This is an optimization exercise on Yosys and OpenROAD, whose aim is small area, not a production implementation. Only simulation tests tie the RTL to the original design; equivalence was not proved.

## the previous run
==> flow/design.v <==
module Purify_Line_Buffer #(
	parameter WIDTH = 8,
	parameter LEN   = 1057
) (
	input              clock,
	input              iLoad,
	input  [WIDTH-1:0] shiftin,
	output [WIDTH-1:0] shiftout
);
	reg [WIDTH*LEN-1:0] sr;
	wire [WIDTH-1:0] din = iLoad ? shiftin : sr[WIDTH*LEN-1 -: WIDTH];
	always @(posedge clock)
		sr <= {sr[WIDTH*(LEN-1)-1:0], din};
	assign shiftout = sr[WIDTH*LEN-1 -: WIDTH];
endmodule
module Purify_buffer_3(
    input         iCLK,
    input         iCLKen,      
    input  [7:0]  idata,
    output [7:0]  oRow1,       
    output        oRow0nz      
);
wire [7:0] a_out;
wire       b_out;
Purify_Line_Buffer #(.WIDTH(8), .LEN(1057)) bufA (
    .clock(iCLK), .iLoad(iCLKen), .shiftin(idata), .shiftout(a_out));
Purify_Line_Buffer #(.WIDTH(1), .LEN(1057)) bufB (
    .clock(iCLK), .iLoad(iCLKen), .shiftin(|a_out), .shiftout(b_out));
assign oRow1   = a_out;
assign oRow0nz = b_out;
endmodule
module Purify(
    input            iCLK,
    input      [9:0] idata,
    input            iDVAL,
    input            iFirst,
    input            iSecond,
    input            iValid1,
    input            iValid2,
    output     [7:0] odata
);
wire [7:0] a_out;
wire       b_out;
Purify_buffer_3 buf3_1(
    .iCLK(iCLK),
    .iCLKen(iDVAL),
    .idata(idata[9:2]),
    .oRow1(a_out),
    .oRow0nz(b_out)
);
reg [7:0] e1, e2;         
reg       f3;             
reg       b1, b2, b3;     
reg       z1, z2, z3;     
always @(posedge iCLK) begin
    e1 <= a_out;
    e2 <= e1;
    f3 <= |e2;
    b1 <= b_out;
    b2 <= b1;
    b3 <= b2;
    z1 <= |idata[9:2];
    z2 <= z1;
    z3 <= z2;
end
wire [7:0] center = iFirst ? e1 : e2;
wire l1nz  = (|e1) | (iSecond & (|e2)) | (~iFirst & ~iSecond & f3);
wire l2nz  = b1 | (~iFirst & b2) | (~iFirst & ~iSecond & b3);
wire nz    = z1 | z2 | z3 | l1nz | (iValid2 & l2nz);
assign odata = (iValid1 & nz) ? center : 8'd0;
endmodule
module CalcDir(
    input               iCLK,
    input               iRST_N,
    input       [10:0]  iH_Cont,
    input       [9:0]   iV_Cont,
    input       [9:0]   iColorVal,
    output  reg [2:0]   oDirection,
    output              oMotion
);
reg  [16:0] r0, r1, r2, r3, r4, r5, r6;
reg  [16:0] best;
reg  [2:0]  best_idx;
wire vact  = (iV_Cont >= 27) && (iV_Cont < 627);
wire hact  = (iH_Cont >= 216) && (iH_Cont < 1016);
wire last  = (iV_Cont == 626) && (iH_Cont == 1015);
reg         band_end;
reg  [2:0]  band;
always @(*) begin
    band_end = 1'b1;
    band     = 3'd0;
    case (iH_Cont)
        11'd329:  band = 3'd6;
        11'd443:  band = 3'd5;
        11'd557:  band = 3'd4;
        11'd671:  band = 3'd3;
        11'd787:  band = 3'd2;
        11'd901:  band = 3'd1;
        11'd1015: band = 3'd0;
        default:  band_end = 1'b0;
    endcase
end
wire        inc   = vact && hact && (iColorVal > 200) && !last;
wire [16:0] cur   = r0 + inc;
wire        rot   = band_end || !vact;
wire        ge    = (cur >= best);
wire        take  = (band == 3'd6) || ge;
always @(posedge iCLK) begin
    if (rot) begin
        r0 <= r1;
        r1 <= r2;
        r2 <= r3;
        r3 <= r4;
        r4 <= r5;
        r5 <= r6;
        r6 <= vact ? cur : 17'd0;
    end
    else begin
        r0 <= cur;
    end
    if (band_end && take) begin
        best     <= cur;
        best_idx <= band;
    end
end
wire enough = (cur >= 600) || (best >= 600);
always @(posedge iCLK or negedge iRST_N) begin
    if (!iRST_N)
        oDirection  <= 7;
    else if (last)
        oDirection  <= !enough ? 3'd7 : ge ? 3'd0 : best_idx;
end
assign oMotion = ~&oDirection;
endmodule
module	VGA_Controller(	 
						iRed,
						iGreen,
						iBlue,
						oRequest,
						oVGA_R,
						oVGA_G,
						oVGA_B,
						oVGA_H_SYNC,
						oVGA_V_SYNC,
						oVGA_SYNC,
						oVGA_BLANK,
						oDirection,
						oMotion,
						iCLK,
						iRST_N,
						iZOOM_MODE_SW
							);
input		[9:0]	iRed;
input		[9:0]	iGreen;
input		[9:0]	iBlue;
output	reg			oRequest;
output		[9:0]	oVGA_R;
output		[9:0]	oVGA_G;
output		[9:0]	oVGA_B;
output	reg			oVGA_H_SYNC;
output	reg			oVGA_V_SYNC;
output				oVGA_SYNC;
output				oVGA_BLANK;
output  [2:0]   oDirection;
output  	    oMotion;
input				iCLK;
input				iRST_N;
input 				iZOOM_MODE_SW;
reg		[10:0]		H_Cont;
reg		[9:0]		V_Cont;
reg					mVGA_H_SYNC;
reg					mVGA_V_SYNC;
reg		[7:0]		oVGA_PIX;
reg		[1:0]		lines_done;		 
wire	[7:0]		oPurify;
wire	h_act	=	(H_Cont >= 216) && (H_Cont < 1016);
wire	v_act	=	(V_Cont >= 27) && (V_Cont < 627);
assign	oVGA_R		=	{oVGA_PIX, 2'b00};
assign	oVGA_G		=	{oVGA_PIX, 2'b00};
assign	oVGA_B		=	{oVGA_PIX, 2'b00};
assign	oVGA_SYNC	=	1'b0;
assign	oVGA_BLANK	=	oVGA_H_SYNC & oVGA_V_SYNC;
always@(posedge iCLK or negedge iRST_N)
	begin
		if (!iRST_N)
			begin
				oVGA_PIX <= 0;
				oVGA_H_SYNC <= 0;
				oVGA_V_SYNC <= 0;
			end
		else
			begin
				oVGA_PIX <= (h_act && v_act) ? oPurify : 8'd0;
				oVGA_H_SYNC <= mVGA_H_SYNC;
				oVGA_V_SYNC <= mVGA_V_SYNC;
			end
	end
always@(posedge iCLK or negedge iRST_N)
begin
	if(!iRST_N)
		oRequest	<=	0;
	else
		oRequest	<=	(H_Cont >= 214) && (H_Cont < 1014) && v_act;
end
always@(posedge iCLK or negedge iRST_N)
begin
	if(!iRST_N)
	begin
		H_Cont		<=	0;
		mVGA_H_SYNC	<=	0;
	end
	else
	begin
		if( H_Cont != 1056 )
			H_Cont	<=	H_Cont+1'b1;
		else
			H_Cont	<=	0;
		mVGA_H_SYNC	<=	(H_Cont >= 128);
	end
end
always@(posedge iCLK or negedge iRST_N)
begin
	if(!iRST_N)
	begin
		V_Cont		<=	0;
		mVGA_V_SYNC	<=	0;
	end
	else if(H_Cont==0)
	begin
		if( V_Cont != 628 )
			V_Cont	<=	V_Cont+1'b1;
		else
			V_Cont	<=	0;
		mVGA_V_SYNC	<=	(V_Cont >= 4);
	end
end
always@(posedge iCLK or negedge iRST_N)
begin
	if(!iRST_N)
		lines_done	<=	0;
	else if(H_Cont == 1015 && v_act && !lines_done[1])
		lines_done	<=	lines_done + 1'b1;
end
CalcDir    calc0(
	.iCLK(iCLK),
	.iRST_N(iRST_N),
	.iH_Cont(H_Cont),
	.iV_Cont(V_Cont),
	.iColorVal(iGreen),
	.oDirection(oDirection),
	.oMotion(oMotion)
);
Purify     purify0(
	.iCLK(iCLK),
	.idata(iGreen),
	.iDVAL(oRequest),
	.iFirst(H_Cont == 216),
	.iSecond(H_Cont == 217),
	.iValid1(lines_done != 0),
	.iValid2(lines_done[1]),
	.odata(oPurify)
);
endmodule
export LEC_CHECK = 0
export CAP_MARGIN = 20
export CORE_MARGIN = 2
export CORE_UTILIZATION = 55
export CTS_BUF_LIST = sky130_fd_sc_hd__clkbuf_8
export PLACE_DENSITY = 0.65
export SLEW_MARGIN = 20
create_clock -name core_clock -period 15.0 [get_ports {iCLK}]
run.sh (not shown) runs the stock make flow with config.mk's settings and CLKGATE_MAP_FILE= SYNTH_SCRIPT=/design/flow/synth_recipe.tcl, a recipe that flattens the netlist after the stock synthesis.
The previous run finished end to end and its layout was clean on timing, DRC and antenna.
What the current run does differently from the previous run at the input level:
==> flow/flow/run.sh (new file) <==
#!/bin/bash
# Own flow: the standard layout (standard.sh), with clock tree synthesis
# using small clock buffers and no dummy loads. Each tool's output is in
# orfs/logs/; make's own output goes to flow_make.log here.
set -euo pipefail
export CTS_ARGS="-sink_clustering_enable -repair_clock_nets -dont_use_dummy_load -buf_list sky130_fd_sc_hd__clkbuf_4 -sink_clustering_size 10 -sink_clustering_max_diameter 40"
bash standard.sh > flow_make.log 2>&1
==> flow/standard.sh (new file) <==
#!/bin/bash
# synth_recipe.tcl (not shown) runs the flow's synth.tcl, then flattens the netlist and writes it again
# the make line also repeats each setting of config.mk as NAME=value (left out here)
make -C /OpenROAD-flow-scripts/flow DESIGN_CONFIG=/design/flow/config.mk WORK_HOME=/design/flow/orfs CLKGATE_MAP_FILE= SYNTH_SCRIPT=/design/flow/synth_recipe.tcl "${@:-finish}"
--- a/flow/config.mk
+++ b/flow/config.mk
@@ -9,5 +9,4 @@
 export CORE_MARGIN = 2
 export CORE_UTILIZATION = 55
-export CTS_BUF_LIST = sky130_fd_sc_hd__clkbuf_8
 export PLACE_DENSITY = 0.65
 export SLEW_MARGIN = 20
removed: flow/run.sh
Results
- The global-route track usage on met2 of the current run falls short of that of the previous run by 0.83 points.
- From the previous run to the current run the numbers moved as follows: final standard cell count with taps included and fillers excluded lost about 6.6%, final routed wire length divided by cell count picked up an extra 0.24 um, summed area of non-filler cells in the final layout lost about 8%.

port drivers added, routing unchanged:
The results above use ideal ports. As a check the final layouts listed here were re-extracted and re-timed, cells and wires unchanged. Step 1 assumes that a clkbuf_16 drives the clock port and a buf_2 every other input. Step 2 moves the port delays by t, midway between the first and last clock arrival at a register: inputs arrive t later, outputs are due t later. That takes back most of the time a late clock gives input paths. Slacks: ideal ports / drivers / drivers and shift; pairs: ideal ports / drivers.
run	shift t [ns]	setup WS [ns]	pins driven straight from the clock port
the previous run	1.292	7.425 / 7.493 / 6.201	1
the current run	1.600	7.776 / 7.841 / 6.241	1
After both steps setup and hold are still met in every run listed. The setup slack of the current run, which loses most, moves by +0.065 ns with the drivers and by -1.535 ns with both steps.
